This is an optimization exercise on Yosys and OpenROAD, whose aim is small area and a short achievable clock period, not a production implementation. Only simulation tests tie the RTL to the original design; equivalence was not proved.

File: flow/design.v
package PARAMS_pkg;
    parameter INSTR_SIZE = 32;
    parameter ADDR_SIZE = 32;
    parameter WD_SIZE = 32;
    parameter INSTR_REG_SIZE = 5;
    parameter OPCODE_SIZE = 7;
    parameter FUNCT3_SIZE = 3;
    parameter FUNCT7_SIZE = 7;
    parameter IMM_I_SIZE = 12;
    parameter OPCODE_OP = 7'b0110011;  
    parameter OPCODE_IM = 7'b0010011;
    parameter OPCODE_LD = 7'b0000011;
    parameter OPCODE_ST = 7'b0100011;
    parameter OPCODE_BR = 7'b1100011;
    parameter OPCODE_JM = 7'b1101111;
    parameter F7_ADD = 7'b0;
    parameter F7_SUB = 7'b0100000;
    parameter F7_MULDIV = 7'b0000001;
    parameter F3_ADD = 3'b0;
    parameter F3_SUB = 3'b0;
    parameter F3_MUL = 3'b0;
    parameter F3_MULH = 3'b001;
    parameter F3_MULHSU = 3'b010;
    parameter F3_MULHU = 3'b011;
    parameter F3_DIV = 3'b100;
    parameter F3_DIVU = 3'b101;
    parameter F3_REM = 3'b110;
    parameter F3_REMU = 3'b111;
    parameter F3_LDB = 3'b0;
    parameter F3_LDW = 3'b010;
    parameter F3_STB = 3'b0;
    parameter F3_STW = 3'b010;
    parameter F3_BEQ = 3'b0;
    parameter F3_BNE = 3'b001;
    parameter F3_BLT = 3'b100;
    parameter F3_BGE = 3'b101;
    parameter F3_BLTU = 3'b110;
    parameter F3_BGEU = 3'b111;
    parameter MEM_ACCESS_BYTE = 3'b000;
    parameter MEM_ACCESS_HALF = 3'b001;
    parameter MEM_ACCESS_WORD = 3'b010;
    parameter RD = 1'b0;
    parameter WR = 1'b1;
    parameter BOOT_ADDR = 32'h00001000;
    parameter EXCEP_ADDR = 32'h00002000;
    parameter NOP_INSTR = { {{WD_SIZE-7}{1'b0}}, OPCODE_IM};  
    parameter CACHE_LINE_SIZE = 64;  
    parameter CACHE_NUM_LINES = 4;
endpackage
`timescale 1ns/1ps
module div_chain #(
    parameter integer K0 = 0,
    parameter integer K1 = 8
) (
    input  logic [(K0 > 0 ? K0 : 1)-1:0] r_i,
    input  logic [31:0] n_i,             
    input  logic [31:0] d_i,             
    output logic [K1-1:0] r_o,           
    output logic [K1-K0-1:0] q_o         
);
    logic [K1:K0][31:0] rr;
    if (K0 > 0) begin : g_rin
        assign rr[K0] = {{(32-K0){1'b0}}, r_i[K0-1:0]};
    end else begin : g_rzero
        assign rr[K0] = 32'b0;
    end
    for (genvar k = K0; k < K1; k++) begin : st
        localparam integer W = k + 1;
        logic [W-1:0] x;
        logic [W:0] diff;
        logic hnz, q;
        if (k == 0) begin : g_x0
            assign x = n_i[31];
        end else begin : g_xn
            assign x = {rr[k][k-1:0], n_i[31-k]};
        end
        assign diff = {1'b0, x} - {1'b0, d_i[W-1:0]};
        if (W < 32) begin : g_hi
            assign hnz = |d_i[31:W];
            assign rr[k+1][31:W] = '0;
        end else begin : g_nohi
            assign hnz = 1'b0;
        end
        assign q = ~diff[W] & ~hnz;
        assign rr[k+1][W-1:0] = q ? diff[W-1:0] : x;
        assign q_o[K1-1-k] = q;
    end
    assign r_o = rr[K1][K1-1:0];
endmodule
module md_rows #(
    parameter integer K0 = 12,
    parameter integer K1 = 22
) (
    input  logic div,                    
    input  logic [31:0] f_i,             
    input  logic [31:0] b_i,             
    input  logic [31:0] d_i,             
    input  logic [31:0] e_i,             
    input  logic k_i,                    
    output logic [31:0] f_o,             
    output logic [K1-K0-1:0] qs_o,       
    output logic [K1-K0-1:0] uc_o,       
    output logic [31:0] e_o,             
    output logic k_o
);
    logic [K1:K0][31:0] ff, ee;
    logic [K1:K0] kk;
    assign ff[K0] = f_i;
    assign ee[K0] = e_i;
    assign kk[K0] = k_i;
    for (genvar k = K0; k < K1; k++) begin : st
        localparam integer W = k + 1;
        logic [W-1:0] x, s, o;
        logic c, nhz, y, sel;
        assign y = b_i[31-k];
        if (k == 0) begin : g_x0
            assign x = y & div;
        end else begin : g_xn
            assign x = {ff[k][k-1:0], y & div};
        end
        assign o = ~d_i[W-1:0];
        logic [W+1:0] sum;
        assign sum = {1'b0, x, div} + {1'b0, o, div};
        assign s = sum[W:1];
        assign c = sum[W+1];
        if (W < 32) begin : g_hi
            assign nhz = div & ~|d_i[31:W];
        end else begin : g_nohi
            assign nhz = div;
        end
        assign sel = (c & nhz) | (~div & y);
        assign ff[k+1][W-1:0] = sel ? s : x;
        if (W < 32) begin : g_ff
            assign ff[k+1][31:W] = '0;
        end
        assign qs_o[K1-1-k] = div ? sel : ee[k][31];
        logic [32:W] kc;
        assign kc[W] = kk[k];
        for (genvar i = W; i < 32; i++) begin : ext
            assign {kc[i+1], ee[k+1][i]} = {1'b0, ee[k][i-1]} + {1'b0, ~d_i[i] & y} + {1'b0, kc[i]};
        end
        assign ee[k+1][W-1:0] = '0;
        assign uc_o[K1-1-k] = kc[32];
        assign kk[k+1] = c & y;
    end
    assign f_o = ff[K1];
    assign e_o = ee[K1];
    assign k_o = kk[K1];
endmodule
module cond_neg (
    input  logic [31:0] x,
    input  logic n,
    input  logic c,
    output logic [31:0] y
);
    logic [6*32-1:0] a;        
    assign a[31:0] = {~x[30:0], 1'b1};
    for (genvar l = 0; l < 5; l++) begin : lv
        for (genvar j = 0; j < 32; j++) begin : b
            if (j >= (1 << l)) begin : c2
                assign a[(l+1)*32+j] = a[l*32+j] & a[l*32+j-(1<<l)];
            end else begin : c1
                assign a[(l+1)*32+j] = a[l*32+j];
            end
        end
    end
    assign y = n ? (~x ^ ({32{c}} & a[5*32 +: 32])) : x;
endmodule
module sk_add #(
    parameter integer W = 8
) (
    input  logic [W-1:0] x,
    input  logic [W-1:0] y,
    input  logic ci,
    output logic [W-1:0] s,
    output logic co
);
    localparam integer N = W + 1;            
    localparam integer L = (N <= 2) ? 1 : (N <= 4) ? 2 : (N <= 8) ? 3 : (N <= 16) ? 4 :
                           (N <= 32) ? 5 : (N <= 64) ? 6 : 7;
    logic [(L+1)*N-1:0] g, p;                
    assign g[N-1:0] = {x & y, ci};
    assign p[N-1:0] = {x ^ y, 1'b0};
    for (genvar l = 0; l < L; l++) begin : lv
        for (genvar j = 0; j < N; j++) begin : b
            if (((j >> l) & 1) == 1) begin : c
                localparam integer K = ((j >> l) << l) - 1;
                assign g[(l+1)*N+j] = g[l*N+j] | (p[l*N+j] & g[l*N+K]);
                assign p[(l+1)*N+j] = p[l*N+j] & p[l*N+K];
            end else begin : n
                assign g[(l+1)*N+j] = g[l*N+j];
                assign p[(l+1)*N+j] = p[l*N+j];
            end
        end
    end
    assign s = p[W:1] ^ g[L*N +: W];
    assign co = g[L*N+W];
endmodule
module booth_small (
    input  logic [32:0] x,
    input  logic [13:0] y,
    output logic [44:0] p
);
    logic [14:0] ys;
    assign ys = {{1{y[13]}}, y};
    logic [33:0] xs, x2;
    assign xs = {x[32], x};
    assign x2 = {x, 1'b0};
    logic one0, two0, neg0;
    assign one0 = ys[0] ^ 1'b0;
    assign two0 = (ys[1] & ~ys[0] & ~1'b0) | (~ys[1] & ys[0] & 1'b0);
    assign neg0 = ys[1];
    logic [33:0] pp0;
    assign pp0 = (({34{one0}} & xs) | ({34{two0}} & x2)) ^ {34{neg0}};
    logic one1, two1, neg1;
    assign one1 = ys[2] ^ ys[1];
    assign two1 = (ys[3] & ~ys[2] & ~ys[1]) | (~ys[3] & ys[2] & ys[1]);
    assign neg1 = ys[3];
    logic [33:0] pp1;
    assign pp1 = (({34{one1}} & xs) | ({34{two1}} & x2)) ^ {34{neg1}};
    logic one2, two2, neg2;
    assign one2 = ys[4] ^ ys[3];
    assign two2 = (ys[5] & ~ys[4] & ~ys[3]) | (~ys[5] & ys[4] & ys[3]);
    assign neg2 = ys[5];
    logic [33:0] pp2;
    assign pp2 = (({34{one2}} & xs) | ({34{two2}} & x2)) ^ {34{neg2}};
    logic one3, two3, neg3;
    assign one3 = ys[6] ^ ys[5];
    assign two3 = (ys[7] & ~ys[6] & ~ys[5]) | (~ys[7] & ys[6] & ys[5]);
    assign neg3 = ys[7];
    logic [33:0] pp3;
    assign pp3 = (({34{one3}} & xs) | ({34{two3}} & x2)) ^ {34{neg3}};
    logic one4, two4, neg4;
    assign one4 = ys[8] ^ ys[7];
    assign two4 = (ys[9] & ~ys[8] & ~ys[7]) | (~ys[9] & ys[8] & ys[7]);
    assign neg4 = ys[9];
    logic [33:0] pp4;
    assign pp4 = (({34{one4}} & xs) | ({34{two4}} & x2)) ^ {34{neg4}};
    logic one5, two5, neg5;
    assign one5 = ys[10] ^ ys[9];
    assign two5 = (ys[11] & ~ys[10] & ~ys[9]) | (~ys[11] & ys[10] & ys[9]);
    assign neg5 = ys[11];
    logic [33:0] pp5;
    assign pp5 = (({34{one5}} & xs) | ({34{two5}} & x2)) ^ {34{neg5}};
    logic one6, two6, neg6;
    assign one6 = ys[12] ^ ys[11];
    assign two6 = (ys[13] & ~ys[12] & ~ys[11]) | (~ys[13] & ys[12] & ys[11]);
    assign neg6 = ys[13];
    logic [33:0] pp6;
    assign pp6 = (({34{one6}} & xs) | ({34{two6}} & x2)) ^ {34{neg6}};
    logic t1, t2, t3, t4, t5, t6, t7, t8, t9, t10, t11, t12, t13, t14, t15, t16;
    logic t17, t18, t19, t20, t21, t22, t23, t24, t25, t26, t27, t28, t29, t30, t31, t32;
    logic t33, t34, t35, t36, t37, t38, t39, t40, t41, t42, t43, t44, t45, t46, t47, t48;
    logic t49, t50, t51, t52, t53, t54, t55, t56, t57, t58, t59, t60, t61, t62, t63, t64;
    logic t65, t66, t67, t68, t69, t70, t71, t72, t73, t74, t75, t76, t77, t78, t79, t80;
    logic t81, t82, t83, t84, t85, t86, t87, t88, t89, t90, t91, t92, t93, t94, t95, t96;
    logic t97, t98, t99, t100, t101, t102, t103, t104, t105, t106, t107, t108, t109, t110, t111, t112;
    logic t113, t114, t115, t116, t117, t118, t119, t120, t121, t122, t123, t124, t125, t126, t127, t128;
    logic t129, t130, t131, t132, t133, t134, t135, t136, t137, t138, t139, t140, t141, t142, t143, t144;
    logic t145, t146, t147, t148, t149, t150, t151, t152, t153, t154, t155, t156, t157, t158, t159, t160;
    logic t161, t162, t163, t164, t165, t166, t167, t168, t169, t170, t171, t172, t173, t174, t175, t176;
    logic t177, t178, t179, t180, t181, t182, t183, t184, t185, t186, t187, t188, t189, t190, t191, t192;
    logic t193, t194, t195, t196, t197, t198, t199, t200, t201, t202, t203, t204, t205, t206, t207, t208;
    logic t209, t210, t211, t212, t213, t214, t215, t216, t217, t218, t219, t220, t221, t222, t223, t224;
    logic t225, t226, t227, t228, t229, t230, t231, t232, t233, t234, t235, t236, t237, t238, t239, t240;
    logic t241, t242, t243, t244, t245, t246, t247, t248, t249, t250, t251, t252, t253, t254, t255, t256;
    logic t257, t258, t259, t260, t261, t262, t263, t264, t265, t266, t267, t268, t269, t270, t271, t272;
    logic t273, t274, t275, t276, t277, t278, t279, t280, t281, t282, t283, t284, t285, t286, t287, t288;
    logic t289, t290, t291, t292, t293, t294, t295, t296, t297, t298, t299, t300, t301, t302, t303, t304;
    logic t305, t306, t307, t308, t309, t310, t311, t312, t313, t314, t315, t316, t317, t318, t319, t320;
    logic t321, t322, t323, t324, t325, t326, t327, t328, t329, t330, t331, t332, t333, t334, t335, t336;
    logic t337, t338, t339, t340, t341, t342, t343, t344, t345, t346, t347, t348, t349, t350, t351, t352;
    logic t353, t354, t355, t356, t357, t358, t359, t360, t361, t362, t363, t364, t365, t366, t367, t368;
    logic t369, t370, t371, t372, t373, t374, t375, t376, t377, t378, t379, t380, t381, t382, t383, t384;
    logic t385, t386, t387, t388, t389, t390, t391, t392, t393, t394, t395, t396;
    assign {t2, t1} = {1'b0, pp0[10]} + {1'b0, pp1[8]};
    assign {t4, t3} = {1'b0, pp0[11]} + {1'b0, pp1[9]};
    assign {t6, t5} = {1'b0, pp0[12]} + {1'b0, pp1[10]} + {1'b0, pp2[8]};
    assign {t8, t7} = {1'b0, pp3[6]} + {1'b0, pp4[4]};
    assign {t10, t9} = {1'b0, pp0[13]} + {1'b0, pp1[11]} + {1'b0, pp2[9]};
    assign {t12, t11} = {1'b0, pp3[7]} + {1'b0, pp4[5]};
    assign {t14, t13} = {1'b0, pp0[14]} + {1'b0, pp1[12]} + {1'b0, pp2[10]};
    assign {t16, t15} = {1'b0, pp3[8]} + {1'b0, pp4[6]};
    assign {t18, t17} = {1'b0, pp0[15]} + {1'b0, pp1[13]} + {1'b0, pp2[11]};
    assign {t20, t19} = {1'b0, pp3[9]} + {1'b0, pp4[7]};
    assign {t22, t21} = {1'b0, pp0[16]} + {1'b0, pp1[14]} + {1'b0, pp2[12]};
    assign {t24, t23} = {1'b0, pp3[10]} + {1'b0, pp4[8]};
    assign {t26, t25} = {1'b0, pp0[17]} + {1'b0, pp1[15]} + {1'b0, pp2[13]};
    assign {t28, t27} = {1'b0, pp3[11]} + {1'b0, pp4[9]};
    assign {t30, t29} = {1'b0, pp0[18]} + {1'b0, pp1[16]} + {1'b0, pp2[14]};
    assign {t32, t31} = {1'b0, pp3[12]} + {1'b0, pp4[10]};
    assign {t34, t33} = {1'b0, pp0[19]} + {1'b0, pp1[17]} + {1'b0, pp2[15]};
    assign {t36, t35} = {1'b0, pp3[13]} + {1'b0, pp4[11]};
    assign {t38, t37} = {1'b0, pp0[20]} + {1'b0, pp1[18]} + {1'b0, pp2[16]};
    assign {t40, t39} = {1'b0, pp3[14]} + {1'b0, pp4[12]};
    assign {t42, t41} = {1'b0, pp0[21]} + {1'b0, pp1[19]} + {1'b0, pp2[17]};
    assign {t44, t43} = {1'b0, pp3[15]} + {1'b0, pp4[13]};
    assign {t46, t45} = {1'b0, pp0[22]} + {1'b0, pp1[20]} + {1'b0, pp2[18]};
    assign {t48, t47} = {1'b0, pp3[16]} + {1'b0, pp4[14]};
    assign {t50, t49} = {1'b0, pp0[23]} + {1'b0, pp1[21]} + {1'b0, pp2[19]};
    assign {t52, t51} = {1'b0, pp3[17]} + {1'b0, pp4[15]};
    assign {t54, t53} = {1'b0, pp0[24]} + {1'b0, pp1[22]} + {1'b0, pp2[20]};
    assign {t56, t55} = {1'b0, pp3[18]} + {1'b0, pp4[16]};
    assign {t58, t57} = {1'b0, pp0[25]} + {1'b0, pp1[23]} + {1'b0, pp2[21]};
    assign {t60, t59} = {1'b0, pp3[19]} + {1'b0, pp4[17]};
    assign {t62, t61} = {1'b0, pp0[26]} + {1'b0, pp1[24]} + {1'b0, pp2[22]};
    assign {t64, t63} = {1'b0, pp3[20]} + {1'b0, pp4[18]};
    assign {t66, t65} = {1'b0, pp0[27]} + {1'b0, pp1[25]} + {1'b0, pp2[23]};
    assign {t68, t67} = {1'b0, pp3[21]} + {1'b0, pp4[19]};
    assign {t70, t69} = {1'b0, pp0[28]} + {1'b0, pp1[26]} + {1'b0, pp2[24]};
    assign {t72, t71} = {1'b0, pp3[22]} + {1'b0, pp4[20]};
    assign {t74, t73} = {1'b0, pp0[29]} + {1'b0, pp1[27]} + {1'b0, pp2[25]};
    assign {t76, t75} = {1'b0, pp3[23]} + {1'b0, pp4[21]};
    assign {t78, t77} = {1'b0, pp0[30]} + {1'b0, pp1[28]} + {1'b0, pp2[26]};
    assign {t80, t79} = {1'b0, pp3[24]} + {1'b0, pp4[22]};
    assign {t82, t81} = {1'b0, pp0[31]} + {1'b0, pp1[29]} + {1'b0, pp2[27]};
    assign {t84, t83} = {1'b0, pp3[25]} + {1'b0, pp4[23]};
    assign {t86, t85} = {1'b0, pp0[32]} + {1'b0, pp1[30]} + {1'b0, pp2[28]};
    assign {t88, t87} = {1'b0, pp3[26]} + {1'b0, pp4[24]};
    assign {t90, t89} = {1'b0, ~pp0[33]} + {1'b0, pp1[31]} + {1'b0, pp2[29]};
    assign {t92, t91} = {1'b0, pp3[27]} + {1'b0, pp4[25]} + {1'b0, pp5[23]};
    assign {t94, t93} = {1'b0, pp1[32]} + {1'b0, pp2[30]} + {1'b0, pp3[28]};
    assign {t96, t95} = {1'b0, pp4[26]} + {1'b0, pp5[24]};
    assign {t98, t97} = {1'b0, ~pp1[33]} + {1'b0, pp2[31]} + {1'b0, pp3[29]};
    assign {t100, t99} = {1'b0, pp2[32]} + {1'b0, pp3[30]};
    assign {t102, t101} = {1'b0, pp0[6]} + {1'b0, pp1[4]};
    assign {t104, t103} = {1'b0, pp0[7]} + {1'b0, pp1[5]};
    assign {t106, t105} = {1'b0, pp0[8]} + {1'b0, pp1[6]} + {1'b0, pp2[4]};
    assign {t108, t107} = {1'b0, pp3[2]} + {1'b0, pp4[0]};
    assign {t110, t109} = {1'b0, pp0[9]} + {1'b0, pp1[7]} + {1'b0, pp2[5]};
    assign {t112, t111} = {1'b0, pp3[3]} + {1'b0, pp4[1]};
    assign {t114, t113} = {1'b0, t1} + {1'b0, pp2[6]} + {1'b0, pp3[4]};
    assign {t116, t115} = {1'b0, pp4[2]} + {1'b0, pp5[0]} + {1'b0, neg5};
    assign {t118, t117} = {1'b0, t3} + {1'b0, pp2[7]} + {1'b0, pp3[5]};
    assign {t120, t119} = {1'b0, pp4[3]} + {1'b0, pp5[1]} + {1'b0, t2};
    assign {t122, t121} = {1'b0, t5} + {1'b0, t7} + {1'b0, pp5[2]};
    assign {t124, t123} = {1'b0, pp6[0]} + {1'b0, neg6} + {1'b0, t4};
    assign {t126, t125} = {1'b0, t9} + {1'b0, t11} + {1'b0, pp5[3]};
    assign {t128, t127} = {1'b0, pp6[1]} + {1'b0, t6} + {1'b0, t8};
    assign {t130, t129} = {1'b0, t13} + {1'b0, t15} + {1'b0, pp5[4]};
    assign {t132, t131} = {1'b0, pp6[2]} + {1'b0, t10} + {1'b0, t12};
    assign {t134, t133} = {1'b0, t17} + {1'b0, t19} + {1'b0, pp5[5]};
    assign {t136, t135} = {1'b0, pp6[3]} + {1'b0, t14} + {1'b0, t16};
    assign {t138, t137} = {1'b0, t21} + {1'b0, t23} + {1'b0, pp5[6]};
    assign {t140, t139} = {1'b0, pp6[4]} + {1'b0, t18} + {1'b0, t20};
    assign {t142, t141} = {1'b0, t25} + {1'b0, t27} + {1'b0, pp5[7]};
    assign {t144, t143} = {1'b0, pp6[5]} + {1'b0, t22} + {1'b0, t24};
    assign {t146, t145} = {1'b0, t29} + {1'b0, t31} + {1'b0, pp5[8]};
    assign {t148, t147} = {1'b0, pp6[6]} + {1'b0, t26} + {1'b0, t28};
    assign {t150, t149} = {1'b0, t33} + {1'b0, t35} + {1'b0, pp5[9]};
    assign {t152, t151} = {1'b0, pp6[7]} + {1'b0, t30} + {1'b0, t32};
    assign {t154, t153} = {1'b0, t37} + {1'b0, t39} + {1'b0, pp5[10]};
    assign {t156, t155} = {1'b0, pp6[8]} + {1'b0, t34} + {1'b0, t36};
    assign {t158, t157} = {1'b0, t41} + {1'b0, t43} + {1'b0, pp5[11]};
    assign {t160, t159} = {1'b0, pp6[9]} + {1'b0, t38} + {1'b0, t40};
    assign {t162, t161} = {1'b0, t45} + {1'b0, t47} + {1'b0, pp5[12]};
    assign {t164, t163} = {1'b0, pp6[10]} + {1'b0, t42} + {1'b0, t44};
    assign {t166, t165} = {1'b0, t49} + {1'b0, t51} + {1'b0, pp5[13]};
    assign {t168, t167} = {1'b0, pp6[11]} + {1'b0, t46} + {1'b0, t48};
    assign {t170, t169} = {1'b0, t53} + {1'b0, t55} + {1'b0, pp5[14]};
    assign {t172, t171} = {1'b0, pp6[12]} + {1'b0, t50} + {1'b0, t52};
    assign {t174, t173} = {1'b0, t57} + {1'b0, t59} + {1'b0, pp5[15]};
    assign {t176, t175} = {1'b0, pp6[13]} + {1'b0, t54} + {1'b0, t56};
    assign {t178, t177} = {1'b0, t61} + {1'b0, t63} + {1'b0, pp5[16]};
    assign {t180, t179} = {1'b0, pp6[14]} + {1'b0, t58} + {1'b0, t60};
    assign {t182, t181} = {1'b0, t65} + {1'b0, t67} + {1'b0, pp5[17]};
    assign {t184, t183} = {1'b0, pp6[15]} + {1'b0, t62} + {1'b0, t64};
    assign {t186, t185} = {1'b0, t69} + {1'b0, t71} + {1'b0, pp5[18]};
    assign {t188, t187} = {1'b0, pp6[16]} + {1'b0, t66} + {1'b0, t68};
    assign {t190, t189} = {1'b0, t73} + {1'b0, t75} + {1'b0, pp5[19]};
    assign {t192, t191} = {1'b0, pp6[17]} + {1'b0, t70} + {1'b0, t72};
    assign {t194, t193} = {1'b0, t77} + {1'b0, t79} + {1'b0, pp5[20]};
    assign {t196, t195} = {1'b0, pp6[18]} + {1'b0, t74} + {1'b0, t76};
    assign {t198, t197} = {1'b0, t81} + {1'b0, t83} + {1'b0, pp5[21]};
    assign {t200, t199} = {1'b0, pp6[19]} + {1'b0, t78} + {1'b0, t80};
    assign {t202, t201} = {1'b0, t85} + {1'b0, t87} + {1'b0, pp5[22]};
    assign {t204, t203} = {1'b0, pp6[20]} + {1'b0, t82} + {1'b0, t84};
    assign {t206, t205} = {1'b0, t89} + {1'b0, t91} + {1'b0, pp6[21]};
    assign {t208, t207} = {1'b0, 1'b1} + {1'b0, t86} + {1'b0, t88};
    assign {t210, t209} = {1'b0, t93} + {1'b0, t95} + {1'b0, pp6[22]};
    assign {t212, t211} = {1'b0, 1'b1} + {1'b0, t90} + {1'b0, t92};
    assign {t214, t213} = {1'b0, t97} + {1'b0, pp4[27]} + {1'b0, pp5[25]};
    assign {t216, t215} = {1'b0, pp6[23]} + {1'b0, t94} + {1'b0, t96};
    assign {t218, t217} = {1'b0, t99} + {1'b0, pp4[28]} + {1'b0, pp5[26]};
    assign {t220, t219} = {1'b0, pp6[24]} + {1'b0, 1'b1} + {1'b0, t98};
    assign {t222, t221} = {1'b0, ~pp2[33]} + {1'b0, pp3[31]} + {1'b0, pp4[29]};
    assign {t224, t223} = {1'b0, pp5[27]} + {1'b0, pp6[25]} + {1'b0, t100};
    assign {t226, t225} = {1'b0, pp3[32]} + {1'b0, pp4[30]} + {1'b0, pp5[28]};
    assign {t228, t227} = {1'b0, pp6[26]} + {1'b0, 1'b1};
    assign {t230, t229} = {1'b0, ~pp3[33]} + {1'b0, pp4[31]} + {1'b0, pp5[29]};
    assign {t232, t231} = {1'b0, pp4[32]} + {1'b0, pp5[30]};
    assign {t234, t233} = {1'b0, pp0[4]} + {1'b0, pp1[2]};
    assign {t236, t235} = {1'b0, pp0[5]} + {1'b0, pp1[3]};
    assign {t238, t237} = {1'b0, t101} + {1'b0, pp2[2]} + {1'b0, pp3[0]};
    assign {t240, t239} = {1'b0, t103} + {1'b0, pp2[3]} + {1'b0, pp3[1]};
    assign {t242, t241} = {1'b0, t105} + {1'b0, t107} + {1'b0, neg4};
    assign {t244, t243} = {1'b0, t109} + {1'b0, t111} + {1'b0, t106};
    assign {t246, t245} = {1'b0, t113} + {1'b0, t115} + {1'b0, t110};
    assign {t248, t247} = {1'b0, t117} + {1'b0, t119} + {1'b0, t114};
    assign {t250, t249} = {1'b0, t121} + {1'b0, t123} + {1'b0, t118};
    assign {t252, t251} = {1'b0, t125} + {1'b0, t127} + {1'b0, t122};
    assign {t254, t253} = {1'b0, t129} + {1'b0, t131} + {1'b0, t126};
    assign {t256, t255} = {1'b0, t133} + {1'b0, t135} + {1'b0, t130};
    assign {t258, t257} = {1'b0, t137} + {1'b0, t139} + {1'b0, t134};
    assign {t260, t259} = {1'b0, t141} + {1'b0, t143} + {1'b0, t138};
    assign {t262, t261} = {1'b0, t145} + {1'b0, t147} + {1'b0, t142};
    assign {t264, t263} = {1'b0, t149} + {1'b0, t151} + {1'b0, t146};
    assign {t266, t265} = {1'b0, t153} + {1'b0, t155} + {1'b0, t150};
    assign {t268, t267} = {1'b0, t157} + {1'b0, t159} + {1'b0, t154};
    assign {t270, t269} = {1'b0, t161} + {1'b0, t163} + {1'b0, t158};
    assign {t272, t271} = {1'b0, t165} + {1'b0, t167} + {1'b0, t162};
    assign {t274, t273} = {1'b0, t169} + {1'b0, t171} + {1'b0, t166};
    assign {t276, t275} = {1'b0, t173} + {1'b0, t175} + {1'b0, t170};
    assign {t278, t277} = {1'b0, t177} + {1'b0, t179} + {1'b0, t174};
    assign {t280, t279} = {1'b0, t181} + {1'b0, t183} + {1'b0, t178};
    assign {t282, t281} = {1'b0, t185} + {1'b0, t187} + {1'b0, t182};
    assign {t284, t283} = {1'b0, t189} + {1'b0, t191} + {1'b0, t186};
    assign {t286, t285} = {1'b0, t193} + {1'b0, t195} + {1'b0, t190};
    assign {t288, t287} = {1'b0, t197} + {1'b0, t199} + {1'b0, t194};
    assign {t290, t289} = {1'b0, t201} + {1'b0, t203} + {1'b0, t198};
    assign {t292, t291} = {1'b0, t205} + {1'b0, t207} + {1'b0, t202};
    assign {t294, t293} = {1'b0, t209} + {1'b0, t211} + {1'b0, t206};
    assign {t296, t295} = {1'b0, t213} + {1'b0, t215} + {1'b0, t210};
    assign {t298, t297} = {1'b0, t217} + {1'b0, t219} + {1'b0, t214};
    assign {t300, t299} = {1'b0, t221} + {1'b0, t223} + {1'b0, t218};
    assign {t302, t301} = {1'b0, t225} + {1'b0, t227} + {1'b0, t222};
    assign {t304, t303} = {1'b0, t229} + {1'b0, pp6[27]} + {1'b0, t226};
    assign {t306, t305} = {1'b0, t231} + {1'b0, pp6[28]} + {1'b0, 1'b1};
    assign {t308, t307} = {1'b0, ~pp4[33]} + {1'b0, pp5[31]} + {1'b0, pp6[29]};
    assign {t310, t309} = {1'b0, pp5[32]} + {1'b0, pp6[30]};
    assign {t312, t311} = {1'b0, pp0[2]} + {1'b0, pp1[0]};
    assign {t314, t313} = {1'b0, pp0[3]} + {1'b0, pp1[1]};
    assign {t316, t315} = {1'b0, t233} + {1'b0, pp2[0]} + {1'b0, neg2};
    assign {t318, t317} = {1'b0, t235} + {1'b0, pp2[1]} + {1'b0, t234};
    assign {t320, t319} = {1'b0, t237} + {1'b0, neg3} + {1'b0, t236};
    assign {t322, t321} = {1'b0, t239} + {1'b0, t102} + {1'b0, t238};
    assign {t324, t323} = {1'b0, t241} + {1'b0, t104} + {1'b0, t240};
    assign {t326, t325} = {1'b0, t243} + {1'b0, t108} + {1'b0, t242};
    assign {t328, t327} = {1'b0, t245} + {1'b0, t112} + {1'b0, t244};
    assign {t330, t329} = {1'b0, t247} + {1'b0, t116} + {1'b0, t246};
    assign {t332, t331} = {1'b0, t249} + {1'b0, t120} + {1'b0, t248};
    assign {t334, t333} = {1'b0, t251} + {1'b0, t124} + {1'b0, t250};
    assign {t336, t335} = {1'b0, t253} + {1'b0, t128} + {1'b0, t252};
    assign {t338, t337} = {1'b0, t255} + {1'b0, t132} + {1'b0, t254};
    assign {t340, t339} = {1'b0, t257} + {1'b0, t136} + {1'b0, t256};
    assign {t342, t341} = {1'b0, t259} + {1'b0, t140} + {1'b0, t258};
    assign {t344, t343} = {1'b0, t261} + {1'b0, t144} + {1'b0, t260};
    assign {t346, t345} = {1'b0, t263} + {1'b0, t148} + {1'b0, t262};
    assign {t348, t347} = {1'b0, t265} + {1'b0, t152} + {1'b0, t264};
    assign {t350, t349} = {1'b0, t267} + {1'b0, t156} + {1'b0, t266};
    assign {t352, t351} = {1'b0, t269} + {1'b0, t160} + {1'b0, t268};
    assign {t354, t353} = {1'b0, t271} + {1'b0, t164} + {1'b0, t270};
    assign {t356, t355} = {1'b0, t273} + {1'b0, t168} + {1'b0, t272};
    assign {t358, t357} = {1'b0, t275} + {1'b0, t172} + {1'b0, t274};
    assign {t360, t359} = {1'b0, t277} + {1'b0, t176} + {1'b0, t276};
    assign {t362, t361} = {1'b0, t279} + {1'b0, t180} + {1'b0, t278};
    assign {t364, t363} = {1'b0, t281} + {1'b0, t184} + {1'b0, t280};
    assign {t366, t365} = {1'b0, t283} + {1'b0, t188} + {1'b0, t282};
    assign {t368, t367} = {1'b0, t285} + {1'b0, t192} + {1'b0, t284};
    assign {t370, t369} = {1'b0, t287} + {1'b0, t196} + {1'b0, t286};
    assign {t372, t371} = {1'b0, t289} + {1'b0, t200} + {1'b0, t288};
    assign {t374, t373} = {1'b0, t291} + {1'b0, t204} + {1'b0, t290};
    assign {t376, t375} = {1'b0, t293} + {1'b0, t208} + {1'b0, t292};
    assign {t378, t377} = {1'b0, t295} + {1'b0, t212} + {1'b0, t294};
    assign {t380, t379} = {1'b0, t297} + {1'b0, t216} + {1'b0, t296};
    assign {t382, t381} = {1'b0, t299} + {1'b0, t220} + {1'b0, t298};
    assign {t384, t383} = {1'b0, t301} + {1'b0, t224} + {1'b0, t300};
    assign {t386, t385} = {1'b0, t303} + {1'b0, t228} + {1'b0, t302};
    assign {t388, t387} = {1'b0, t305} + {1'b0, t230} + {1'b0, t304};
    assign {t390, t389} = {1'b0, t307} + {1'b0, t232} + {1'b0, t306};
    assign {t392, t391} = {1'b0, t309} + {1'b0, 1'b1} + {1'b0, t308};
    assign {t394, t393} = {1'b0, ~pp5[33]} + {1'b0, pp6[31]} + {1'b0, t310};
    assign {t396, t395} = {1'b0, pp6[32]} + {1'b0, 1'b1};
    logic [44:0] sa, sb;
    assign sa[0] = pp0[0];
    assign sb[0] = neg0;
    assign sa[1] = pp0[1];
    assign sb[1] = 1'b0;
    assign sa[2] = t311;
    assign sb[2] = neg1;
    assign sa[3] = t313;
    assign sb[3] = t312;
    assign sa[4] = t315;
    assign sb[4] = t314;
    assign sa[5] = t317;
    assign sb[5] = t316;
    assign sa[6] = t319;
    assign sb[6] = t318;
    assign sa[7] = t321;
    assign sb[7] = t320;
    assign sa[8] = t323;
    assign sb[8] = t322;
    assign sa[9] = t325;
    assign sb[9] = t324;
    assign sa[10] = t327;
    assign sb[10] = t326;
    assign sa[11] = t329;
    assign sb[11] = t328;
    assign sa[12] = t331;
    assign sb[12] = t330;
    assign sa[13] = t333;
    assign sb[13] = t332;
    assign sa[14] = t335;
    assign sb[14] = t334;
    assign sa[15] = t337;
    assign sb[15] = t336;
    assign sa[16] = t339;
    assign sb[16] = t338;
    assign sa[17] = t341;
    assign sb[17] = t340;
    assign sa[18] = t343;
    assign sb[18] = t342;
    assign sa[19] = t345;
    assign sb[19] = t344;
    assign sa[20] = t347;
    assign sb[20] = t346;
    assign sa[21] = t349;
    assign sb[21] = t348;
    assign sa[22] = t351;
    assign sb[22] = t350;
    assign sa[23] = t353;
    assign sb[23] = t352;
    assign sa[24] = t355;
    assign sb[24] = t354;
    assign sa[25] = t357;
    assign sb[25] = t356;
    assign sa[26] = t359;
    assign sb[26] = t358;
    assign sa[27] = t361;
    assign sb[27] = t360;
    assign sa[28] = t363;
    assign sb[28] = t362;
    assign sa[29] = t365;
    assign sb[29] = t364;
    assign sa[30] = t367;
    assign sb[30] = t366;
    assign sa[31] = t369;
    assign sb[31] = t368;
    assign sa[32] = t371;
    assign sb[32] = t370;
    assign sa[33] = t373;
    assign sb[33] = t372;
    assign sa[34] = t375;
    assign sb[34] = t374;
    assign sa[35] = t377;
    assign sb[35] = t376;
    assign sa[36] = t379;
    assign sb[36] = t378;
    assign sa[37] = t381;
    assign sb[37] = t380;
    assign sa[38] = t383;
    assign sb[38] = t382;
    assign sa[39] = t385;
    assign sb[39] = t384;
    assign sa[40] = t387;
    assign sb[40] = t386;
    assign sa[41] = t389;
    assign sb[41] = t388;
    assign sa[42] = t391;
    assign sb[42] = t390;
    assign sa[43] = t393;
    assign sb[43] = t392;
    assign sa[44] = t395;
    assign sb[44] = t394;
    logic co;
    sk_add #(.W(45)) fin (.x (sa), .y (sb), .ci (1'b0), .s (p), .co (co));
endmodule
`timescale 1ns/1ps
import PARAMS_pkg::*;
module mult_div_pipe (
    input clk,
    input reset_n,
    input logic op_i,
    input logic [FUNCT7_SIZE-1:0] funct7_i,
    input logic [FUNCT3_SIZE-1:0] funct3_i,
    input logic [WD_SIZE-1:0] op1_data_i,
    input logic [WD_SIZE-1:0] op2_data_i,
    input logic [INSTR_REG_SIZE-1:0] rd_i,
    input logic ctrl_reg_write_i,
    output logic [INSTR_REG_SIZE-1:0] rd_m0_o,
    output logic [INSTR_REG_SIZE-1:0] rd_m1_o,
    output logic [INSTR_REG_SIZE-1:0] rd_m2_o,
    output logic [INSTR_REG_SIZE-1:0] rd_m3_o,
    output logic [WD_SIZE-1:0] bypass_ml_data_o,
    output logic bypass_ctrl_reg_write_ml_o,
    output logic [INSTR_REG_SIZE-1:0] rd_o,
    output logic ctrl_reg_write_o,
    output logic valid_result_o,
    output logic [WD_SIZE-1:0] result_o
);
localparam integer K1 = 13;    
localparam integer K2 = 22;    
logic sa_i, sb_i;
assign sa_i = funct3_i[2] ? ~funct3_i[0] : (funct3_i[1] ^ funct3_i[0]);
assign sb_i = funct3_i[2] ? ~funct3_i[0] : (funct3_i[1:0] == 2'b01);
logic v0, w0, na0, nb0;
logic [4:0] rd0;
logic [2:0] f0;
logic [31:0] a0, b0;
always_ff @(posedge clk) begin
    a0 <= op1_data_i;
    b0 <= op2_data_i;
    f0 <= funct3_i;
    na0 <= sa_i & op1_data_i[31];
    nb0 <= sb_i & op2_data_i[31];
    if (!reset_n) begin
        v0 <= 1'b0;
        w0 <= 1'b0;
        rd0 <= 5'b0;
    end else begin
        v0 <= op_i && (funct7_i == F7_MULDIV) && ctrl_reg_write_i;
        w0 <= ctrl_reg_write_i;
        rd0 <= ctrl_reg_write_i ? rd_i : 5'b0;
    end
end
logic [31:0] ua0, ub0;
cond_neg nga (.x (a0), .n (na0), .c (1'b1), .y (ua0));
cond_neg ngb (.x (b0), .n (nb0), .c (1'b1), .y (ub0));
logic [31+K1:0] ph;
booth_small bm (.x ({1'b0, ua0}), .y ({1'b0, ub0[31:32-K1]}), .p (ph));
logic [K1-1:0] r1_d, q1_d;
div_chain #(.K0(0), .K1(K1)) dc1 (
    .r_i (1'b0), .n_i (ua0), .d_i (ub0), .r_o (r1_d), .q_o (q1_d)
);
logic bz, neg;
assign bz = (ub0 == 32'b0);
assign neg = ~f0[2] ? (na0 ^ nb0) : f0[1] ? na0 : (na0 ^ nb0) & ~bz;
logic v1, w1, div1, neg1, low1;
logic [4:0] rd1;
logic [K1-1:0] r1, q1;
logic [31:K1] e1;
logic [31-K1:0] n1;
logic [31:0] d1;
always_ff @(posedge clk) begin
    r1 <= f0[2] ? r1_d : ph[K1-1:0];
    q1 <= f0[2] ? q1_d : ph[31+K1:32];
    e1 <= ph[31:K1];
    n1 <= f0[2] ? ua0[31-K1:0] : ub0[31-K1:0];
    d1 <= f0[2] ? ub0 : ~ua0;
    div1 <= f0[2];
    neg1 <= neg;
    low1 <= f0[2] ? f0[1] : (f0[1:0] == 2'b00);
    if (!reset_n) begin
        v1 <= 1'b0;
        w1 <= 1'b0;
        rd1 <= 5'b0;
    end else begin
        v1 <= v0;
        w1 <= w0;
        rd1 <= rd0;
    end
end
logic [31:0] f2_d, e2_d;
logic [K2-K1-1:0] qs2_d, uc2_d;
logic k2_d;
md_rows #(.K0(K1), .K1(K2)) mr2 (
    .div (div1), .f_i ({{(32-K1){1'b0}}, r1}), .b_i ({{K1{1'b0}}, n1}), .d_i (d1),
    .e_i ({e1, {K1{1'b0}}}), .k_i (1'b0),
    .f_o (f2_d), .qs_o (qs2_d), .uc_o (uc2_d), .e_o (e2_d), .k_o (k2_d)
);
logic v2, w2, div2, neg2, low2, k2;
logic [4:0] rd2;
logic [K2-1:0] f2, qs2;
logic [K2-K1-1:0] uc2;
logic [31:K2] e2;
logic [31-K2:0] n2;
logic [31:0] d2;
always_ff @(posedge clk) begin
    f2 <= f2_d[K2-1:0];
    qs2 <= {q1, qs2_d};
    uc2 <= uc2_d;
    e2 <= e2_d[31:K2];
    k2 <= k2_d;
    n2 <= n1[31-K2:0];
    d2 <= d1;
    div2 <= div1;
    neg2 <= neg1;
    low2 <= low1;
    if (!reset_n) begin
        v2 <= 1'b0;
        w2 <= 1'b0;
        rd2 <= 5'b0;
    end else begin
        v2 <= v1;
        w2 <= w1;
        rd2 <= rd1;
    end
end
logic [31:0] f3_d, e3_d;
logic [31-K2:0] qs3_d, uc3_d;
logic k3_d;
md_rows #(.K0(K2), .K1(32)) mr3 (
    .div (div2), .f_i ({{(32-K2){1'b0}}, f2}), .b_i ({{K2{1'b0}}, n2}), .d_i (d2),
    .e_i ({e2, {K2{1'b0}}}), .k_i (k2),
    .f_o (f3_d), .qs_o (qs3_d), .uc_o (uc3_d), .e_o (e3_d), .k_o (k3_d)
);
logic [31:0] qs3, hi3, ures, res3_d;
assign qs3 = {qs2, qs3_d};
assign hi3 = qs3 + {{K1{1'b0}}, uc2, uc3_d} + {31'b0, k3_d};
assign ures = low2 ? f3_d : div2 ? qs3 : hi3;
logic cin;
assign cin = neg2 & (div2 | (f3_d == 32'b0));
cond_neg ngr (.x (ures), .n (neg2), .c (cin), .y (res3_d));
logic v3, w3, v4, w4;
logic [4:0] rd3, rd4;
logic [31:0] res3, res4;
always_ff @(posedge clk) begin
    res3 <= res3_d;
    res4 <= res3;
    if (!reset_n) begin
        v3 <= 1'b0;
        w3 <= 1'b0;
        rd3 <= 5'b0;
        v4 <= 1'b0;
        w4 <= 1'b0;
        rd4 <= 5'b0;
    end else begin
        v3 <= v2;
        w3 <= w2;
        rd3 <= rd2;
        v4 <= v3;
        w4 <= w3;
        rd4 <= rd3;
    end
end
assign rd_m0_o = rd0;
assign rd_m1_o = rd1;
assign rd_m2_o = rd2;
assign rd_m3_o = rd3;
assign bypass_ml_data_o = res3;
assign bypass_ctrl_reg_write_ml_o = w3;
assign rd_o = rd4;
assign ctrl_reg_write_o = w4;
assign valid_result_o = v4;
assign result_o = res4;
endmodule
File: flow/flow/run.sh
#!/bin/bash
# The standard layout, with two changes to how it is made:
# - repair_timing is asked to leave a setup margin, so that it shortens the
#   register-to-register paths well below the clock period;
# - the port buffers are buf_4 cells instead of the delay buffers that
#   buffer_ports picks by default.
# The clock period, the I/O delays and every other constraint are unchanged;
# every port still gets its own buffer.
set -euo pipefail
export SETUP_SLACK_MARGIN=90
export BUFFER_PORTS_ARGS="-buffer_cell sky130_fd_sc_hd__buf_4"
bash standard.sh > standard_flow.log 2>&1
File: flow/standard.sh
#!/bin/bash
# synth_recipe.tcl (not shown) runs the flow's synth.tcl, then flattens the netlist and writes it again
# the make line also repeats each setting of config.mk as NAME=value (left out here)
make -C /OpenROAD-flow-scripts/flow DESIGN_CONFIG=/design/flow/config.mk WORK_HOME=/design/flow/orfs CLKGATE_MAP_FILE= SYNTH_SCRIPT=/design/flow/synth_recipe.tcl "${@:-finish}"
File: flow/constraint.sdc
create_clock -name core_clock -period 115.0 [get_ports {clk}]
set_input_delay 23.0000 -clock core_clock [delete_from_list [all_inputs] [get_ports {clk}]]
set_output_delay 23.0000 -clock core_clock [all_outputs]
set_load 0.01 [all_outputs]
File: flow/config.mk
export PLATFORM = sky130hd
export DESIGN_NAME = mult_div_pipe
export DESIGN_NICKNAME = mult_div_pipe
export VERILOG_FILES = /design/flow/design.v
export SDC_FILE = /design/flow/constraint.sdc
export NUM_CORES = 4
export LEC_CHECK = 0
export ABC_AREA = 1
export CAP_MARGIN = 20
export CORE_MARGIN = 2
export CORE_UTILIZATION = 55
export GPL_ROUTABILITY_DRIVEN = 0
export PLACE_DENSITY = 0.7
export SLEW_MARGIN = 20
==> insert_results.sql, run 1 <==
INSERT INTO impl_metrics (metric_group, metric, value, unit) VALUES
('outcome', 'status', 'complete, no violations', ''),
('die', 'die_w', '337.4', 'um'),
('timing', 'slew_viol_final', '0', ''),
('critical_path', 'timing.reg2reg.worst_path_depth', '160', ''),
('critical_path', 'regToRegEndpoint', 'e2[31]', ''),
('die', 'core-area', '110500', 'um2'),
('critical_path', 'cp_top_family', 'compound AO/OA/AOI/OAI gates', ''),
('routing', 'initialDrtViolationCount', '6027', ''),
('grt', 'antenna_violations_before_repair', '4', ''),
('grt', 'gr-total-overflow', '0', ''),
('yosys', 'synth.area.top_cells', 'nand2_1 (14%), ha_1 (13%), dfxtp_1 (12%)', ''),
('yosys', 'yosysWarningCount', '1', ''),
('yosys', 'synth_top_family_by_area', 'simple AND/OR/NAND/NOR gates', ''),
('die', 'area_of_the_die', '113800', 'um2'),
('critical_path', 'critPathCaptureType', 'flop', ''),
('grt', 'wire_length_of_the_first_global_routing_pass', '324.7', 'mm'),
('critical_path', 'worst_path_most_repeated_cell', 'nand2_1', ''),
('yosys', 'number_of_enable_flip_flop_cells_after_synthesis', '0', ''),
('die', 'die_y', '337.4', 'um'),
('yosys', 'synthSimpleGateAreaFrac', '27.56', '%'),
('cells_and_area', 'antenna_cells_inserted', '0', ''),
('routing', 'final_routed_wire_length_divided_by_cell_count', '19.32', 'um'),
('place', 'detailed_place_hpwl', '163.4', 'mm'),
('cells_and_area', 'nets', '10650', ''),
('timing', 'setup_violations', '0', ''),
('critical_path', 'critical_path_required', '115.45', 'ns'),
('yosys', 'post_synth_instance_area', '61130', 'um2'),
('cells_and_area', 'multi_input_comb_area', '49600', 'um2'),
('yosys', 'syn_nets', '10390', ''),
('hold_path', 'timing.hold.worst.start', 'q1[3]', ''),
('place', 'port-buffer-count', '174', ''),
('die', 'io-pin-count', '175', ''),
('critical_path', 'cp_num_buf_inv', '17', ''),
('timing', 'timing.final.hold_violations', '0', ''),
('yosys', 'ys_ff_latch', '376', ''),
('clocking', 'cts_root_buffer', 'clkbuf_16', ''),
('grt', 'gr-usage-all-layers', '35.87', '%'),
('critical_path', 'crit_fanout', '7', ''),
('critical_path', 'worst_setup_path_start_kind', 'flop', ''),
('clocking', 'tritoncts.num_buffers', '41', ''),
('routing', 'final_wl', '214.1', 'mm'),
('cells_and_area', 'layout-area-overhead-vs-synth', '14.14', '%'),
('timing', 'final.min_clock_period', '24.14', 'ns'),
('clocking', 'tritoncts', 'done', ''),
('critical_path', 'worst-endpoint-arrival', '24.59', 'ns'),
('yosys', 'yosysUniqueCellTypes', '73', ''),
('timing', 'tightest_slew', '1.194', 'ns'),
('yosys', 'synthArstFlopShare', '0', '%'),
('routing', 'postRouteAntennaNets', '0', ''),
('timing', 'setup-tns-final', '0', 'ns'),
('yosys', 'seq_area_frac_synth', '12.31', '%'),
('clocking', 'clock_path_buffers', '3', ''),
('routing', 'first_pass_iters', '7', ''),
('timing', 'fmax', '0.04142', 'GHz'),
('cells_and_area', 'seqCellArea', '7557', 'um2'),
('cells_and_area', 'fillCellCount', '10230', ''),
('yosys', 'synth_area_per_cell', '6.570', 'um2'),
('grt', 'first_global_vias', '60930', ''),
('yosys', 'synth.largest_area_cell', 'nand2_1', ''),
('grt', 'grt_max_degree', '103', ''),
('clocking', 'clock_latency', '0.58', 'ns'),
('yosys', 'synthAdderAreaFrac', '24.95', '%'),
('routing', 'drc', '0', ''),
('critical_path', 'slowest_stage', 'fa_1', ''),
('routing', 'avgViaCountPerCell', '5.832', ''),
('critical_path', 'crit_path_class', 'flop to flop', ''),
('yosys', 'synthXorXnorAreaFrac', '10.01', '%'),
('timing', 'clock_skew', '0.02299', 'ns');
==> worst max-delay path by stage <==
stage	to	cells after the start
floorplan	e2[31]	161
global placement	f2[10]	165
detailed placement	f2[10]	171
CTS	r1[4]	167
global route	e2[31]	160
finish	e2[31]	160
==> metal layers <==
metal	vias to the layer above	wire [um]	GRT usage (%)
li1	30710	-	-
met1	29950	83670	43.92
met2	3098	94950	58.45
met3	881	18210	5.558
met4	6	17240	23.82
met5	-	40	0
==> through the flow <==
step           hold WS [ns]  cell area, um2  setup slack, ns  instances
6_report             0.3281           69770            90.86      11080
2_1_floorplan        0.3096           61130            90.91       9305
5_1_grt              0.3304           69770            89.55      11080
3_5_place_dp         0.3121           63760            81.34      10770
4_1_cts              0.3268           67130            90.02      10970
3_3_place_gp         0.3112           63760            81.55      10770
==> area by class of cell <==
class | instances | share of cell area [%]
timing repair buffer | 457 | 5.622
timing repair inverter | 10 | 0.08608
inverter | 1377 | 7.745
multi-input combinational | 7301 | 71.09
clock buffer | 50 | 1.609
sequential | 376 | 10.83
tap | 1488 | 2.668
clock inverter | 24 | 0.3515
==> cell families (layout without fill, tap and decap cells) <==
kind of cell	count (synthesis)	in the layout
mux	2	2
buf+inv	1636	1918
xor+xnor	696	696
flops	376	376
fa+ha+maj	1003	1003
compound gates	1590	1593
simple gates	4002	4007
==> flip-flops by register name, indices dropped and copies added (netlist names), 3 cells and up <==
signal,count
e2,10
rd4,5
d1,32
q1,13
n2,10
rd0,5
a0,32
n1,19
rd1,5
rd2,5
res3,32
qs2,22
e1,19
r1,13
uc2,9
f0,3
f2,22
b0,32
d2,32
rd3,5
res4,32
==> synthesized netlist by cell type (36+ instances only) <==
library cell  instances
nor4_1               37
inv_1              1345
and2_1               53
a21boi_0             36
nand3_1             616
o21ai_0             380
o21bai_1             62
nor2_1              623
fa_1                360
clkbuf_1            157
a21oi_1             599
o22ai_1             210
nand3b_1             40
dfxtp_1             376
nor3_1               77
buf_1                41
nand4_1              74
or2_2                84
xor2_1              517
buf_2                48
o21ai_1              86
ha_1                643
xnor2_1             177
nand2_1            2350
==> what timing repair did <==
item / 4_1_cts / 5_1_grt
hold buffers: 0 / 0
setup endpoints to repair: 86 / 77
buffers inserted: 111 / 98
pin swaps: 47 / 137
gates cloned: 16 / 15
gates resized for setup: 242 / 421
==> placed cells by master (no fill, tap or decap), types with 23 or more instances in the layout <==
| master | instances |
|---|---|
| inv_1 | 1298 |
| xnor2_1 | 176 |
| o22ai_1 | 210 |
| nand2_2 | 58 |
| nand3b_1 | 40 |
| o211ai_1 | 28 |
| o21ai_2 | 69 |
| nand4_1 | 74 |
| o21bai_1 | 56 |
| o21ai_1 | 81 |
| and2_1 | 51 |
| a21boi_0 | 23 |
| nand3_1 | 589 |
| ha_1 | 594 |
| fa_1 | 349 |
| nand2_1 | 2293 |
| nor2_2 | 27 |
| dfxtp_1 | 366 |
| nand3_2 | 25 |
| nor3_1 | 67 |
| a21o_1 | 33 |
| xor2_1 | 513 |
| clkbuf_16 | 49 |
| clkinvlp_4 | 45 |
| buf_4 | 409 |
| o21ai_0 | 315 |
| nor2_1 | 599 |
| a31oi_1 | 32 |
| a21oi_1 | 544 |
| nor4_1 | 29 |
| ha_4 | 38 |
| a21oi_2 | 59 |
| or2_2 | 84 |
==> run 2: changes to the inputs <==
--- a/flow/config.mk
+++ b/flow/config.mk
@@ -10,5 +10,4 @@
 export CORE_MARGIN = 2
 export CORE_UTILIZATION = 55
 export GPL_ROUTABILITY_DRIVEN = 0
-export PLACE_DENSITY = 0.7
 export SLEW_MARGIN = 20
==> insert_results.sql, run 2 <==
INSERT INTO impl_metrics (metric_group, metric, value, unit) VALUES
('yosys', 'yosysUniqueCellTypes', '73', ''),
('critical_path', 'critical_path_required', '92.00', 'ns'),
('grt', 'gr-usage-all-layers', '36.66', '%'),
('outcome', 'status', 'complete, no violations', ''),
('grt', 'antenna_violations_before_repair', '3', ''),
('critical_path', 'critPathCaptureType', 'primary output', ''),
('routing', 'drc', '0', ''),
('routing', 'final_wl', '218.6', 'mm'),
('routing', 'avgViaCountPerCell', '5.724', ''),
('cells_and_area', 'layout-area-overhead-vs-synth', '14.57', '%'),
('die', 'die_y', '337.4', 'um'),
('cells_and_area', 'layout_commonest_cell', 'nand2_1', ''),
('timing', 'timing.final.hold_violations', '0', ''),
('critical_path', 'worst-endpoint-arrival', '1.17', 'ns'),
('clocking', 'clk_transition_reported_paths', '0.07', 'ns'),
('timing', 'clock_skew', '0.04920', 'ns'),
('yosys', 'dominantRegCellSynth', 'dfxtp_1', ''),
('cells_and_area', 'mostFrequentLayoutCells', 'nand2_1 (2288), inv_1 (1297), ha_1 (602), nor2_1 (597), nand3_1 (587)', ''),
('yosys', 'ys_ff_latch', '376', ''),
('yosys', 'synthDominantCellAreaShare', '14.43', '%'),
('yosys', 'synth.area.top_cells', 'nand2_1 (14%), ha_1 (13%), dfxtp_1 (12%)', ''),
('clocking', 'clock_tree.htree_level_count', '2', ''),
('die', 'die_w', '337.4', 'um'),
('clocking', 'clkSinkCount', '376', ''),
('die', 'io-pin-count', '175', ''),
('yosys', 'synth.most_common_cell', 'nand2_1', ''),
('grt', 'first_global_vias', '60150', ''),
('critical_path', 'cp_top_family', 'flip-flops', ''),
('timing', 'fmax', '0.04137', 'GHz'),
('critical_path', 'cp_cell_sequence', 'buf_4', ''),
('clocking', 'tritoncts.num_buffers', '40', ''),
('yosys', 'synthArstFlopShare', '0', '%'),
('grt', 'grt_max_degree', '86', ''),
('routing', 'initialDrtViolationCount', '5242', ''),
('die', 'area_of_the_die', '113800', 'um2'),
('critical_path', 'crit_path_class', 'flop to primary output', ''),
('yosys', 'yosysWarningCount', '1', ''),
('yosys', 'number_of_enable_flip_flop_cells_after_synthesis', '0', ''),
('routing', 'first_pass_iters', '9', ''),
('yosys', 'synth_area_per_cell', '6.570', 'um2'),
('timing', 'final.min_clock_period', '24.17', 'ns'),
('timing', 'tightest_slew', '1.108', 'ns'),
('yosys', 'post_synth_instance_area', '61130', 'um2'),
('timing', 'slew_viol_final', '0', ''),
('clocking', 'clock_path_buffers', '3', ''),
('place', 'post_place_worst_slack', '81.51', 'ns'),
('routing', 'final_routed_wire_length_divided_by_cell_count', '19.68', 'um'),
('die', 'initial_core_util', '55.31', '%'),
('yosys', 'synth_top_cells_by_count', 'nand2_1 (2350), inv_1 (1345), ha_1 (643), nor2_1 (623), nand3_1 (616)', ''),
('critical_path', 'slowest_stage', 'dfxtp_1', ''),
('timing', 'final.period_utilization', '21.02', '%'),
('die', 'core.rowCount', '122', ''),
('grt', 'wire_length_of_the_first_global_routing_pass', '328.1', 'mm'),
('place', 'detailed_place_hpwl', '169.5', 'mm'),
('yosys', 'synth.largest_area_cell', 'nand2_1', ''),
('clocking', 'cts_root_buffer', 'clkbuf_16', ''),
('critical_path', 'timing.critical_path.slowest_cell_delay', '0.41', 'ns'),
('routing', 'vias', '63600', ''),
('hold_path', 'worst_hold_path_type', 'flop to flop', ''),
('timing', 'setup_repair_after_global_routing_missed_its_margin', 'no', ''),
('clocking', 'tritoncts', 'done', ''),
('critical_path', 'worst_setup_path_start_kind', 'flop', ''),
('flow_run', 'drv_cap', '0', ''),
('clocking', 'clock_latency', '0.61', 'ns'),
('timing', 'setup-tns-final', '0', 'ns'),
('grt', 'gr-total-overflow', '0', ''),
('cells_and_area', 'post_route_cells_drive_above_1_share', '12.16', '%'),
('critical_path', 'crit_fanout', '2', ''),
('critical_path', 'cp_num_buf_inv', '1', ''),
('timing', 'setup_violations', '0', ''),
('yosys', 'seq_area_frac_synth', '12.31', '%'),
('timing', 'slew_margin_rel', '26.08', '%'),
('routing', 'postRouteAntennaNets', '0', ''),
('die', 'core-area', '110500', 'um2'),
('yosys', 'post_synth_inst_count', '9305', ''),
('yosys', 'syn_nets', '10390', ''),
('timing', 'setup_ws', '90.83', 'ns'),
('cells_and_area', 'nets', '10680', ''),
('place', 'port-buffer-count', '174', '');
## run 2: cell counts after synthesis
Identical to the previous run, type by type.
## run 2: metrics by stage
stage,hold WS [ns],instance area [um2],instances,utilization (%)
CTS,0.3258,66950,10960,60.58
detailed placement,0.3121,63820,10780,57.75
global placement,0.3116,63820,10780,57.75
floorplan,0.3096,61130,9305,-
finish,0.3251,70040,11110,63.37
global route,0.3282,70030,11110,63.37
## run 2: worst paths after layout
path         cells after the start  slack, ns     from             endpoint
max reg2reg                    161      91.24   n1[18]               e2[31]
min                              0       0.33    q1[0]               qs2[9]
max                              1      90.83  res3[5]  bypass_ml_data_o[5]
min reg2reg                      0       0.33    q1[0]               qs2[9]
## run 2: layer usage
metal  vias to the layer above  track usage [%]  routed length, um
li1                      30760                -                  -
met1                     29380            44.13              85700
met2                      2693            60.82              99780
met3                       775            5.311              15630
met4                         0            24.57              17510
met5                         -                0                  0
## run 2: what timing repair did
item / in CTS / in global routing
gates cloned: 16 / 24
pin swaps: 39 / 141
hold endpoints to repair: 0 / 0
buffers inserted: 91 / 127
hold buffers: 0 / 0
resized for setup: 252 / 415
endpoints found under the setup margin: 85 / 77
## run 2: area by class of cell
class | count | area [um2]
Timing Repair Buffer | 480 | 4123
Sequential cell | 376 | 7555
Inverter | 1377 | 5395
Multi-Input combinational cell | 7301 | 49610
Clock inverter | 22 | 301.5
Timing Repair inverter | 15 | 93.84
Tap cell | 1488 | 1862
Fill cell | 10490 | 40480
Antenna cell | 2 | 5.005
Clock buffer | 50 | 1089
## run 2: cells by family after synthesis
group	synth area share, %
compound gates	14.87
flops	12.31
mux	0.03479
simple gates	27.56
xor+xnor	10.01
fa+ha+maj	24.95
buf+inv	10.25

## what the ideal ports hide
How much do the figures lean on ideal ports? The routed layouts below were timed once more, with nothing changed but the port constraints.
Step 1: set_driving_cell puts a clkbuf_16 on clk and a buf_2 on each other input, an assumption about the parent block.
Step 2 moves the port delays by t, midway between the first and last clock arrival at a register: inputs arrive t later, outputs are due t later. That takes back most of the time a late clock gives input paths.
Slacks: ideal / step 1 / step 2; pairs: ideal / step 1.
run	shift t [ns]	slack for setup (ns)	slew at the worst register clock pin (ns)	worst slew at a driven data input, ns
run 1	0.637	90.857 / 90.801 / 90.857	0.07 / 0.07	0.05
run 2	0.655	90.826 / 90.754 / 90.857	0.07 / 0.07	0.05
After both steps every run listed still meets setup and hold.
